What follows belongs to an exercise in optimizing a design on an open flow for small area and a short achievable clock period; a production flow would make more cautious choices.
Function was checked by simulation only, so behaviour that the tests miss may differ from the original.

[flow/design.v]
module float_larger (a, b, isLarger);
  input  [15:0] a, b;
  output        isLarger;
  assign isLarger = (~a[15] & b[15]) | ((a[15] ~^ b[15]) & (a[14:0] > b[14:0]));
endmodule
module add_float (a, b, c);
  input  [15:0] a, b;
  output [15:0] c;
  wire l;
  float_larger fl (.a(a), .b(b), .isLarger(l));
  wire [15:0] x = l ? a : b;
  wire [15:0] y = l ? b : a;
  wire [4:0]  d = x[14:10] - y[14:10];
  wire [10:0] my = {1'b1, y[9:0]} >> d;
  wire [11:0] ax = x[15] ? -{1'b1, x[9:0]} : {1'b1, x[9:0]};
  wire [11:0] ay = y[15] ? -{1'b0, my}     : {1'b0, my};
  wire [11:0] s  = ax + ay;
  reg  [3:0]  lz;
  integer i;
  always @* begin
    lz = 4'd11;
    for (i = 0; i <= 10; i = i + 1)
      if (s[i]) lz = 4'd10 - i[3:0];
  end
  wire [10:0] sn = s[10:0] << lz;
  assign c[15]    = x[15];
  assign c[14:10] = s[11] ? x[14:10] + 5'd1 :
                    (s == 12'd0) ? 5'd0 : x[14:10] - {1'b0, lz};
  assign c[9:0]   = s[11] ? 10'd0 : sn[9:0];
endmodule
module sub_float (b, c);
  input  [14:0] b;
  output [15:0] c;
  wire [4:0]  k  = 5'd15 - b[14:10];
  wire [10:0] ms = {1'b1, b[9:0]} >> k;
  wire [11:0] d  = 12'h400 - {1'b0, ms};
  reg  [3:0]  lz;
  integer i;
  always @* begin
    lz = 4'd10;
    for (i = 0; i <= 10; i = i + 1)
      if (d[i]) lz = 4'd10 - i[3:0];
  end
  wire [10:0] dn = d[10:0] << lz;
  assign c = (d == 12'd0) ? 16'd0 :
             d[11]        ? 16'h4000 :
                            {1'b0, 5'd15 - {1'b0, lz}, dn[9:0]};
endmodule
module Multiply (a, b, result);
  input  [15:0] a, b;
  output [15:0] result;
  wire pp0_0 = a[0] & b[0];
  wire pp0_1 = a[0] & b[1];
  wire pp0_2 = a[0] & b[2];
  wire pp0_3 = a[0] & b[3];
  wire pp0_4 = a[0] & b[4];
  wire pp0_5 = a[0] & b[5];
  wire pp0_6 = a[0] & b[6];
  wire pp0_7 = a[0] & b[7];
  wire pp0_8 = a[0] & b[8];
  wire pp0_9 = a[0] & b[9];
  wire pp1_0 = a[1] & b[0];
  wire pp1_1 = a[1] & b[1];
  wire pp1_2 = a[1] & b[2];
  wire pp1_3 = a[1] & b[3];
  wire pp1_4 = a[1] & b[4];
  wire pp1_5 = a[1] & b[5];
  wire pp1_6 = a[1] & b[6];
  wire pp1_7 = a[1] & b[7];
  wire pp1_8 = a[1] & b[8];
  wire pp1_9 = a[1] & b[9];
  wire pp2_0 = a[2] & b[0];
  wire pp2_1 = a[2] & b[1];
  wire pp2_2 = a[2] & b[2];
  wire pp2_3 = a[2] & b[3];
  wire pp2_4 = a[2] & b[4];
  wire pp2_5 = a[2] & b[5];
  wire pp2_6 = a[2] & b[6];
  wire pp2_7 = a[2] & b[7];
  wire pp2_8 = a[2] & b[8];
  wire pp2_9 = a[2] & b[9];
  wire pp3_0 = a[3] & b[0];
  wire pp3_1 = a[3] & b[1];
  wire pp3_2 = a[3] & b[2];
  wire pp3_3 = a[3] & b[3];
  wire pp3_4 = a[3] & b[4];
  wire pp3_5 = a[3] & b[5];
  wire pp3_6 = a[3] & b[6];
  wire pp3_7 = a[3] & b[7];
  wire pp3_8 = a[3] & b[8];
  wire pp3_9 = a[3] & b[9];
  wire pp4_0 = a[4] & b[0];
  wire pp4_1 = a[4] & b[1];
  wire pp4_2 = a[4] & b[2];
  wire pp4_3 = a[4] & b[3];
  wire pp4_4 = a[4] & b[4];
  wire pp4_5 = a[4] & b[5];
  wire pp4_6 = a[4] & b[6];
  wire pp4_7 = a[4] & b[7];
  wire pp4_8 = a[4] & b[8];
  wire pp4_9 = a[4] & b[9];
  wire pp5_0 = a[5] & b[0];
  wire pp5_1 = a[5] & b[1];
  wire pp5_2 = a[5] & b[2];
  wire pp5_3 = a[5] & b[3];
  wire pp5_4 = a[5] & b[4];
  wire pp5_5 = a[5] & b[5];
  wire pp5_6 = a[5] & b[6];
  wire pp5_7 = a[5] & b[7];
  wire pp5_8 = a[5] & b[8];
  wire pp5_9 = a[5] & b[9];
  wire pp6_0 = a[6] & b[0];
  wire pp6_1 = a[6] & b[1];
  wire pp6_2 = a[6] & b[2];
  wire pp6_3 = a[6] & b[3];
  wire pp6_4 = a[6] & b[4];
  wire pp6_5 = a[6] & b[5];
  wire pp6_6 = a[6] & b[6];
  wire pp6_7 = a[6] & b[7];
  wire pp6_8 = a[6] & b[8];
  wire pp6_9 = a[6] & b[9];
  wire pp7_0 = a[7] & b[0];
  wire pp7_1 = a[7] & b[1];
  wire pp7_2 = a[7] & b[2];
  wire pp7_3 = a[7] & b[3];
  wire pp7_4 = a[7] & b[4];
  wire pp7_5 = a[7] & b[5];
  wire pp7_6 = a[7] & b[6];
  wire pp7_7 = a[7] & b[7];
  wire pp7_8 = a[7] & b[8];
  wire pp7_9 = a[7] & b[9];
  wire pp8_0 = a[8] & b[0];
  wire pp8_1 = a[8] & b[1];
  wire pp8_2 = a[8] & b[2];
  wire pp8_3 = a[8] & b[3];
  wire pp8_4 = a[8] & b[4];
  wire pp8_5 = a[8] & b[5];
  wire pp8_6 = a[8] & b[6];
  wire pp8_7 = a[8] & b[7];
  wire pp8_8 = a[8] & b[8];
  wire pp8_9 = a[8] & b[9];
  wire pp9_0 = a[9] & b[0];
  wire pp9_1 = a[9] & b[1];
  wire pp9_2 = a[9] & b[2];
  wire pp9_3 = a[9] & b[3];
  wire pp9_4 = a[9] & b[4];
  wire pp9_5 = a[9] & b[5];
  wire pp9_6 = a[9] & b[6];
  wire pp9_7 = a[9] & b[7];
  wire pp9_8 = a[9] & b[8];
  wire pp9_9 = a[9] & b[9];
  wire s0 = pp0_9 ^ pp1_8;
  wire c0 = pp0_9 & pp1_8;
  wire s1 = pp1_9 ^ pp2_8 ^ pp3_7;
  wire c1 = (pp1_9 & pp2_8) | (pp1_9 & pp3_7) | (pp2_8 & pp3_7);
  wire s2 = pp4_6 ^ pp5_5;
  wire c2 = pp4_6 & pp5_5;
  wire s3 = pp2_9 ^ pp3_8 ^ pp4_7;
  wire c3 = (pp2_9 & pp3_8) | (pp2_9 & pp4_7) | (pp3_8 & pp4_7);
  wire s4 = pp5_6 ^ pp6_5;
  wire c4 = pp5_6 & pp6_5;
  wire s5 = pp3_9 ^ pp4_8 ^ pp5_7;
  wire c5 = (pp3_9 & pp4_8) | (pp3_9 & pp5_7) | (pp4_8 & pp5_7);
  wire s6 = pp0_6 ^ pp1_5;
  wire c6 = pp0_6 & pp1_5;
  wire s7 = pp0_7 ^ pp1_6 ^ pp2_5;
  wire c7 = (pp0_7 & pp1_6) | (pp0_7 & pp2_5) | (pp1_6 & pp2_5);
  wire s8 = pp3_4 ^ pp4_3;
  wire c8 = pp3_4 & pp4_3;
  wire s9 = pp0_8 ^ pp1_7 ^ pp2_6;
  wire c9 = (pp0_8 & pp1_7) | (pp0_8 & pp2_6) | (pp1_7 & pp2_6);
  wire s10 = pp3_5 ^ pp4_4 ^ pp5_3;
  wire c10 = (pp3_5 & pp4_4) | (pp3_5 & pp5_3) | (pp4_4 & pp5_3);
  wire s11 = pp6_2 ^ pp7_1;
  wire c11 = pp6_2 & pp7_1;
  wire s12 = s0 ^ pp2_7 ^ pp3_6;
  wire c12 = (s0 & pp2_7) | (s0 & pp3_6) | (pp2_7 & pp3_6);
  wire s13 = pp4_5 ^ pp5_4 ^ pp6_3;
  wire c13 = (pp4_5 & pp5_4) | (pp4_5 & pp6_3) | (pp5_4 & pp6_3);
  wire s14 = pp7_2 ^ pp8_1 ^ pp9_0;
  wire c14 = (pp7_2 & pp8_1) | (pp7_2 & pp9_0) | (pp8_1 & pp9_0);
  wire s15 = c0 ^ s1 ^ s2;
  wire c15 = (c0 & s1) | (c0 & s2) | (s1 & s2);
  wire s16 = pp6_4 ^ pp7_3 ^ pp8_2;
  wire c16 = (pp6_4 & pp7_3) | (pp6_4 & pp8_2) | (pp7_3 & pp8_2);
  wire s17 = pp9_1 ^ a[0] ^ b[0];
  wire c17 = (pp9_1 & a[0]) | (pp9_1 & b[0]) | (a[0] & b[0]);
  wire s18 = c1 ^ c2 ^ s3;
  wire c18 = (c1 & c2) | (c1 & s3) | (c2 & s3);
  wire s19 = s4 ^ pp7_4 ^ pp8_3;
  wire c19 = (s4 & pp7_4) | (s4 & pp8_3) | (pp7_4 & pp8_3);
  wire s20 = pp9_2 ^ a[1] ^ b[1];
  wire c20 = (pp9_2 & a[1]) | (pp9_2 & b[1]) | (a[1] & b[1]);
  wire s21 = c3 ^ c4 ^ s5;
  wire c21 = (c3 & c4) | (c3 & s5) | (c4 & s5);
  wire s22 = pp6_6 ^ pp7_5 ^ pp8_4;
  wire c22 = (pp6_6 & pp7_5) | (pp6_6 & pp8_4) | (pp7_5 & pp8_4);
  wire s23 = pp9_3 ^ a[2] ^ b[2];
  wire c23 = (pp9_3 & a[2]) | (pp9_3 & b[2]) | (a[2] & b[2]);
  wire s24 = c5 ^ pp4_9 ^ pp5_8;
  wire c24 = (c5 & pp4_9) | (c5 & pp5_8) | (pp4_9 & pp5_8);
  wire s25 = pp6_7 ^ pp7_6 ^ pp8_5;
  wire c25 = (pp6_7 & pp7_6) | (pp6_7 & pp8_5) | (pp7_6 & pp8_5);
  wire s26 = pp9_4 ^ a[3] ^ b[3];
  wire c26 = (pp9_4 & a[3]) | (pp9_4 & b[3]) | (a[3] & b[3]);
  wire s27 = pp5_9 ^ pp6_8 ^ pp7_7;
  wire c27 = (pp5_9 & pp6_8) | (pp5_9 & pp7_7) | (pp6_8 & pp7_7);
  wire s28 = pp8_6 ^ pp9_5 ^ a[4];
  wire c28 = (pp8_6 & pp9_5) | (pp8_6 & a[4]) | (pp9_5 & a[4]);
  wire s29 = pp6_9 ^ pp7_8 ^ pp8_7;
  wire c29 = (pp6_9 & pp7_8) | (pp6_9 & pp8_7) | (pp7_8 & pp8_7);
  wire s30 = pp0_4 ^ pp1_3;
  wire c30 = pp0_4 & pp1_3;
  wire s31 = pp0_5 ^ pp1_4 ^ pp2_3;
  wire c31 = (pp0_5 & pp1_4) | (pp0_5 & pp2_3) | (pp1_4 & pp2_3);
  wire s32 = pp3_2 ^ pp4_1;
  wire c32 = pp3_2 & pp4_1;
  wire s33 = s6 ^ pp2_4 ^ pp3_3;
  wire c33 = (s6 & pp2_4) | (s6 & pp3_3) | (pp2_4 & pp3_3);
  wire s34 = pp4_2 ^ pp5_1 ^ pp6_0;
  wire c34 = (pp4_2 & pp5_1) | (pp4_2 & pp6_0) | (pp5_1 & pp6_0);
  wire s35 = c6 ^ s7 ^ s8;
  wire c35 = (c6 & s7) | (c6 & s8) | (s7 & s8);
  wire s36 = pp5_2 ^ pp6_1 ^ pp7_0;
  wire c36 = (pp5_2 & pp6_1) | (pp5_2 & pp7_0) | (pp6_1 & pp7_0);
  wire s37 = c7 ^ c8 ^ s9;
  wire c37 = (c7 & c8) | (c7 & s9) | (c8 & s9);
  wire s38 = s10 ^ s11 ^ pp8_0;
  wire c38 = (s10 & s11) | (s10 & pp8_0) | (s11 & pp8_0);
  wire s39 = c9 ^ c10 ^ c11;
  wire c39 = (c9 & c10) | (c9 & c11) | (c10 & c11);
  wire s40 = s12 ^ s13 ^ s14;
  wire c40 = (s12 & s13) | (s12 & s14) | (s13 & s14);
  wire s41 = c12 ^ c13 ^ c14;
  wire c41 = (c12 & c13) | (c12 & c14) | (c13 & c14);
  wire s42 = s15 ^ s16 ^ s17;
  wire c42 = (s15 & s16) | (s15 & s17) | (s16 & s17);
  wire s43 = c15 ^ c16 ^ c17;
  wire c43 = (c15 & c16) | (c15 & c17) | (c16 & c17);
  wire s44 = s18 ^ s19 ^ s20;
  wire c44 = (s18 & s19) | (s18 & s20) | (s19 & s20);
  wire s45 = c18 ^ c19 ^ c20;
  wire c45 = (c18 & c19) | (c18 & c20) | (c19 & c20);
  wire s46 = s21 ^ s22 ^ s23;
  wire c46 = (s21 & s22) | (s21 & s23) | (s22 & s23);
  wire s47 = c21 ^ c22 ^ c23;
  wire c47 = (c21 & c22) | (c21 & c23) | (c22 & c23);
  wire s48 = s24 ^ s25 ^ s26;
  wire c48 = (s24 & s25) | (s24 & s26) | (s25 & s26);
  wire s49 = c24 ^ c25 ^ c26;
  wire c49 = (c24 & c25) | (c24 & c26) | (c25 & c26);
  wire s50 = s27 ^ s28 ^ b[4];
  wire c50 = (s27 & s28) | (s27 & b[4]) | (s28 & b[4]);
  wire s51 = c27 ^ c28 ^ s29;
  wire c51 = (c27 & c28) | (c27 & s29) | (c28 & s29);
  wire s52 = pp9_6 ^ a[5] ^ b[5];
  wire c52 = (pp9_6 & a[5]) | (pp9_6 & b[5]) | (a[5] & b[5]);
  wire s53 = c29 ^ pp7_9 ^ pp8_8;
  wire c53 = (c29 & pp7_9) | (c29 & pp8_8) | (pp7_9 & pp8_8);
  wire s54 = pp9_7 ^ a[6] ^ b[6];
  wire c54 = (pp9_7 & a[6]) | (pp9_7 & b[6]) | (a[6] & b[6]);
  wire s55 = pp8_9 ^ pp9_8 ^ a[7];
  wire c55 = (pp8_9 & pp9_8) | (pp8_9 & a[7]) | (pp9_8 & a[7]);
  wire s56 = pp0_3 ^ pp1_2;
  wire c56 = pp0_3 & pp1_2;
  wire s57 = s30 ^ pp2_2 ^ pp3_1;
  wire c57 = (s30 & pp2_2) | (s30 & pp3_1) | (pp2_2 & pp3_1);
  wire s58 = c30 ^ s31 ^ s32;
  wire c58 = (c30 & s31) | (c30 & s32) | (s31 & s32);
  wire s59 = c31 ^ c32 ^ s33;
  wire c59 = (c31 & c32) | (c31 & s33) | (c32 & s33);
  wire s60 = c33 ^ c34 ^ s35;
  wire c60 = (c33 & c34) | (c33 & s35) | (c34 & s35);
  wire s61 = c35 ^ c36 ^ s37;
  wire c61 = (c35 & c36) | (c35 & s37) | (c36 & s37);
  wire s62 = c37 ^ c38 ^ s39;
  wire c62 = (c37 & c38) | (c37 & s39) | (c38 & s39);
  wire s63 = c39 ^ c40 ^ s41;
  wire c63 = (c39 & c40) | (c39 & s41) | (c40 & s41);
  wire s64 = c41 ^ c42 ^ s43;
  wire c64 = (c41 & c42) | (c41 & s43) | (c42 & s43);
  wire s65 = c43 ^ c44 ^ s45;
  wire c65 = (c43 & c44) | (c43 & s45) | (c44 & s45);
  wire s66 = c45 ^ c46 ^ s47;
  wire c66 = (c45 & c46) | (c45 & s47) | (c46 & s47);
  wire s67 = c47 ^ c48 ^ s49;
  wire c67 = (c47 & c48) | (c47 & s49) | (c48 & s49);
  wire s68 = c49 ^ c50 ^ s51;
  wire c68 = (c49 & c50) | (c49 & s51) | (c50 & s51);
  wire s69 = c51 ^ c52 ^ s53;
  wire c69 = (c51 & c52) | (c51 & s53) | (c52 & s53);
  wire s70 = c53 ^ c54 ^ s55;
  wire c70 = (c53 & c54) | (c53 & s55) | (c54 & s55);
  wire s71 = c55 ^ pp9_9 ^ a[8];
  wire c71 = (c55 & pp9_9) | (c55 & a[8]) | (pp9_9 & a[8]);
  wire s72 = pp0_2 ^ pp1_1;
  wire c72 = pp0_2 & pp1_1;
  wire s73 = s56 ^ pp2_1 ^ pp3_0;
  wire c73 = (s56 & pp2_1) | (s56 & pp3_0) | (pp2_1 & pp3_0);
  wire s74 = c56 ^ s57 ^ pp4_0;
  wire c74 = (c56 & s57) | (c56 & pp4_0) | (s57 & pp4_0);
  wire s75 = c57 ^ s58 ^ pp5_0;
  wire c75 = (c57 & s58) | (c57 & pp5_0) | (s58 & pp5_0);
  wire s76 = c58 ^ s59 ^ s34;
  wire c76 = (c58 & s59) | (c58 & s34) | (s59 & s34);
  wire s77 = c59 ^ s60 ^ s36;
  wire c77 = (c59 & s60) | (c59 & s36) | (s60 & s36);
  wire s78 = c60 ^ s61 ^ s38;
  wire c78 = (c60 & s61) | (c60 & s38) | (s61 & s38);
  wire s79 = c61 ^ s62 ^ s40;
  wire c79 = (c61 & s62) | (c61 & s40) | (s62 & s40);
  wire s80 = c62 ^ s63 ^ s42;
  wire c80 = (c62 & s63) | (c62 & s42) | (s63 & s42);
  wire s81 = c63 ^ s64 ^ s44;
  wire c81 = (c63 & s64) | (c63 & s44) | (s64 & s44);
  wire s82 = c64 ^ s65 ^ s46;
  wire c82 = (c64 & s65) | (c64 & s46) | (s65 & s46);
  wire s83 = c65 ^ s66 ^ s48;
  wire c83 = (c65 & s66) | (c65 & s48) | (s66 & s48);
  wire s84 = c66 ^ s67 ^ s50;
  wire c84 = (c66 & s67) | (c66 & s50) | (s67 & s50);
  wire s85 = c67 ^ s68 ^ s52;
  wire c85 = (c67 & s68) | (c67 & s52) | (s68 & s52);
  wire s86 = c68 ^ s69 ^ s54;
  wire c86 = (c68 & s69) | (c68 & s54) | (s69 & s54);
  wire s87 = c69 ^ s70 ^ b[7];
  wire c87 = (c69 & s70) | (c69 & b[7]) | (s70 & b[7]);
  wire s88 = c70 ^ s71 ^ b[8];
  wire c88 = (c70 & s71) | (c70 & b[8]) | (s71 & b[8]);
  wire s89 = c71 ^ a[9] ^ b[9];
  wire c89 = (c71 & a[9]) | (c71 & b[9]) | (a[9] & b[9]);
  wire [21:0] ra = {1'b0, c89, c88, c87, c86, c85, c84, c83, c82, c81, c80, c79, c78, c77, c76, c75, c74, c73, c72, s72, pp0_1, pp0_0};
  wire [21:0] rb = {1'b0, 1'b0, s89, s88, s87, s86, s85, s84, s83, s82, s81, s80, s79, s78, s77, s76, s75, s74, s73, pp2_0, pp1_0, 1'b0};
  wire [21:0] t = ra + rb + 22'h100000;
  wire        h = t[21];
  wire [9:0]  m = h ? t[20:11] : t[19:10];
  wire [4:0]  e = a[14:10] + b[14:10] + 5'd17 + {4'd0, h};    
  assign result = (a == 16'd0 || b == 16'd0) ? 16'd0 : {a[15] ^ b[15], e, m};
endmodule
module resize_datapath (
  clk,
  reset_n,
  enable,
  data_in1,
  data_in2,
  scale,
  data_out
);
  input wire [15:0] data_in1, data_in2, scale;
  input wire clk, reset_n, enable;
  output reg [15:0] data_out;
  wire [15:0] fsum, fproduct1, fproduct2, sub_scale;
  Multiply  m1 (.a(data_in2), .b(scale), .result(fproduct1));
  sub_float sf (.b(scale[14:0]), .c(sub_scale));                   
  Multiply  m2 (.a(data_in1), .b(sub_scale), .result(fproduct2));
  add_float af (.a(fproduct1), .b(fproduct2), .c(fsum));
  always @(posedge clk or negedge reset_n) begin
    if (~reset_n)
      data_out <= 16'd0;
    else if (enable)
      data_out <= fsum;
  end
endmodule
[flow/run.sh]
#!/bin/bash
# synth_recipe.tcl (not shown) runs the flow's synth.tcl, then flattens the netlist and writes it again
# the make line also repeats each setting of config.mk as NAME=value (left out here)
make -C /OpenROAD-flow-scripts/flow DESIGN_CONFIG=/design/flow/config.mk WORK_HOME=/design/flow/orfs CLKGATE_MAP_FILE= SYNTH_SCRIPT=/design/flow/synth_recipe.tcl finish
[flow/config.mk]
export PLATFORM = sky130hd
export DESIGN_NAME = resize_datapath
export DESIGN_NICKNAME = resize_datapath
export VERILOG_FILES = /design/flow/design.v
export SDC_FILE = /design/flow/constraint.sdc
export NUM_CORES = 4
export LEC_CHECK = 0
export CAP_MARGIN = 20
export CORE_MARGIN = 2
export CORE_UTILIZATION = 40
export PLACE_DENSITY = 0.6
export SLEW_MARGIN = 20
[flow/constraint.sdc]
create_clock -name core_clock -period 25.0 [get_ports {clk}]
set_input_delay 5.0000 -clock core_clock [delete_from_list [all_inputs] [get_ports {clk}]]
set_output_delay 5.0000 -clock core_clock [all_outputs]
set_load 0.01 [all_outputs]
==> out/metrics.cfg <==
[status]
status = no timing/DRC/antenna violations

[placed_design]
place_ws_ns = 0.972
hpwlAfterDp_mm = 29.6
routabilityCongestion = 0.942
port_buffers = 66

[timing]
finClkSkew_ns = 0
fin_setup_tns_ns = 0
hold_violations = 0
setup_ws_ns = 1.57
max_slew_margin_pct = 25.7
worstMarginPinSlew_ns = 1.09
final-setup-viol-count = 0
fin_crit_ns = 23.43
post-route-period-util_pct = 93.7
max_freq_ghz = 0.0427
rsz0062_at_grt = false
drv_slew = 0

[detailed_routing]
drtAntennaViolNets = 0
wl_met2_mm = 18.0
wl_mm = 36.0
num_vias = 11800
m1WireLength_mm = 16.0
drcViolationCount = 0
viasPerCell = 5.55
drt_iter0_markers = 806
dr.pass1.iters = 5
wire_per_inst_um = 17.0
top_layer = met4
wl_met3_mm = 1.19

[hold_path]
hold_path_depth = 1
hold_path.class = reg -> reg

[die]
io_pins = 67
die_h_um = 184
die_area_um2 = 34000
die_w_um = 184
core_um2 = 32300
start_util_pct = 40.3
rows = 66

[setup_path]
crit_buf_inv = 11
crit_path_end_kind = register
max_stage_delay_ns = 0.83
arrival_ns = 23.53
cp_top_family = compound AO/OA/AOI/OAI gates
path_max_fanout = 17
critical_path_depth = 81
cp-start-kind = input port
required_ns = 25.09
critical_path.slowest_cell = clkdlybuf4s50_1
setup.worst_path.class = in -> reg
rr_worst_depth = 2

[synth]
synthCells = 1672
synth_cell_types = 104
synthArstFlopShare_pct = 100
synth_fp_nets = 1998
synth-edff-count = 0
ys.flop_type = dfrtp_1
ys_ff_latch = 16
syn_area_um2 = 13000
yosys_warnings = 3
syn_area_per_cell_um2 = 7.78
yosysSeqAreaShare_pct = 3.08

[job]
cap_violations = 0

[finish]
syn_to_final_growth_pct = 8.46
largest-register = data_out
final_layout_size_suffix_gt1_share_pct = 4.46
biggestRegsByFlops = data_out: 16 flops
largest_reg_flops = 16
antennaDiodeCount = 0
post-route-util_pct = 43.7
nets = 2007

[grt]
grt_max_degree = 26
antenna_found_initial = 0
grt_remaining_overflow = 0
first_global_vias = 12100
grt_pass1_wl_mm = 60.0
track_usage_pct = 21.5

[clocking]
cts_setup_buffers = 0
cts_made_buffers = 3
cts.clk_slew.worst_paths_ns = 0.05
clockRootBuffer = clkbuf_16
ctsHoldBuffers = 0
cts.sinks = 16
htree_levels = 1
ctsResizeCount = 0
worstSkewPairLatency_ns = 0.24
cts_tree = yes
cts_buffer_depth = 2

-- per-stage QoR --
step	cell area, um2	std cells	hold WS (ns)
global route	14100	2122	0.523
detailed placement	14000	2118	0.473
CTS	14100	2122	0.500
global placement	14000	2118	0.477
floorplan	13000	1672	0.521
finish	14100	2122	0.500
-- routing by layer --
metal	up-vias	global-route usage, %
li1	5629	-
met1	5819	27.6
met2	282	39.5
met3	51	1.34
met4	0	4.74
met5	-	0
-- final cells by class --
cell class | count | area [um2]
inverters | 270 | 1010
multi-input cells | 1311 | 11300
fillers | 3230 | 18200
well taps | 442 | 553
flip-flops and latches | 16 | 400
repair buffers | 79 | 761
clock buffers | 4 | 88.8
-- synth_stat cells, drive strengths merged, types with 11 or more instances --
library cell	n	area share (%)
inv	269	7.8
fa	164	25
nand2	162	4.7
and2	153	7.4
ha	111	11
nor2	93	2.7
a21oi	86	3.5
clkbuf	59	1.7
mux2i	48	3.7
o21ai	45	1.8
nand3	37	1.5
xnor2	34	2.3
nor3	26	1.1
a21o	25	1.4
xor2	23	1.5
nor4	21	1.1
a31oi	17	0.82
buf	16	0.78
dfrtp	16	3.1
nand2b	16	0.77
and3	14	0.67
nor2b	14	0.67
a211oi	13	0.85
o21bai	12	0.69
mux2	11	0.98
nand4	11	0.58
or2	11	0.53
-- final timing paths --
| kind | start | endpoint | slack (ns) |
|---|---|---|---|
| max | scale[7] | data_out[14]$_DFFE_PN0P_ | 1.57 |
| min | data_out[9]$_DFFE_PN0P_ | data_out[9]$_DFFE_PN0P_ | 0.50 |
| max reg2reg | data_out[6]$_DFFE_PN0P_ | data_out[6]$_DFFE_PN0P_ | 24.16 |
| min reg2reg | data_out[9]$_DFFE_PN0P_ | data_out[9]$_DFFE_PN0P_ | 0.50 |
| max in group asynchronous | reset_n | data_out[13]$_DFFE_PN0P_ | 19.35 |
| min in group asynchronous | reset_n | data_out[3]$_DFFE_PN0P_ | 5.19 |
-- cells by family after synthesis --
kind of cell,Yosys count,share of synthesized area [%]
and+or+nand+nor,591,23.6
buffers and inverters,345,10.3
AOI/OAI and AO/OA,325,17.8
adders and majority gates,275,35.9
muxes,63,5.37
xor gates and xnor gates,57,3.90
DFF,16,3.08
-- cell usage in the layout (no fill, tap or decap), types with 8 or more instances in the layout --
cell / synthesis / final
o22ai_1: 8 / 8
nor3_1: 24 / 24
xnor2_1: 33 / 33
dfrtp_1: 16 / 16
nor2b_1: 14 / 14
and2_1: 153 / 153
nand2b_1: 16 / 16
buf_4: 0 / 13
nor2_1: 93 / 92
nand4_1: 10 / 10
or3_1: 10 / 10
nand3_1: 35 / 35
nor4_1: 20 / 20
mux2i_1: 48 / 48
o21bai_1: 12 / 11
and3_1: 14 / 14
mux2_2: 10 / 10
ha_1: 111 / 110
nand2_1: 162 / 161
a21o_1: 25 / 25
clkdlybuf4s50_1: 0 / 65
a31oi_1: 17 / 17
xor2_1: 23 / 22
fa_1: 164 / 164
o21ai_0: 40 / 40
o31ai_1: 8 / 8
a21oi_1: 83 / 83
inv_1: 268 / 268
a211oi_1: 12 / 12

## static timing again, ports no longer ideal
The flow's constraints put no driver on any port. The routed layout listed below was extracted and timed again, unchanged, in two steps.
Step 1: set_driving_cell puts a clkbuf_16 on clk and a buf_2 on each other input, an assumption about the parent block.
Step 2, shift: input delay + t, output delay - t, t = (earliest + latest rising clock arrival at the registers) / 2. This alone moves slack from input paths to output paths.
Slacks: ideal ports / drivers / drivers and shift; pairs: ideal ports / drivers.
shift t [ns]: 0.271
setup WS [ns]: 1.568 / 1.569 / 1.299
worst hold slack (ns): 0.500 / 0.500 / 0.500
cell pins on the clock port's net: 1
After both steps setup and hold are still met in this run. For this run, drivers alone change the setup slack by +0.001 ns; drivers and shift together by -0.269 ns.
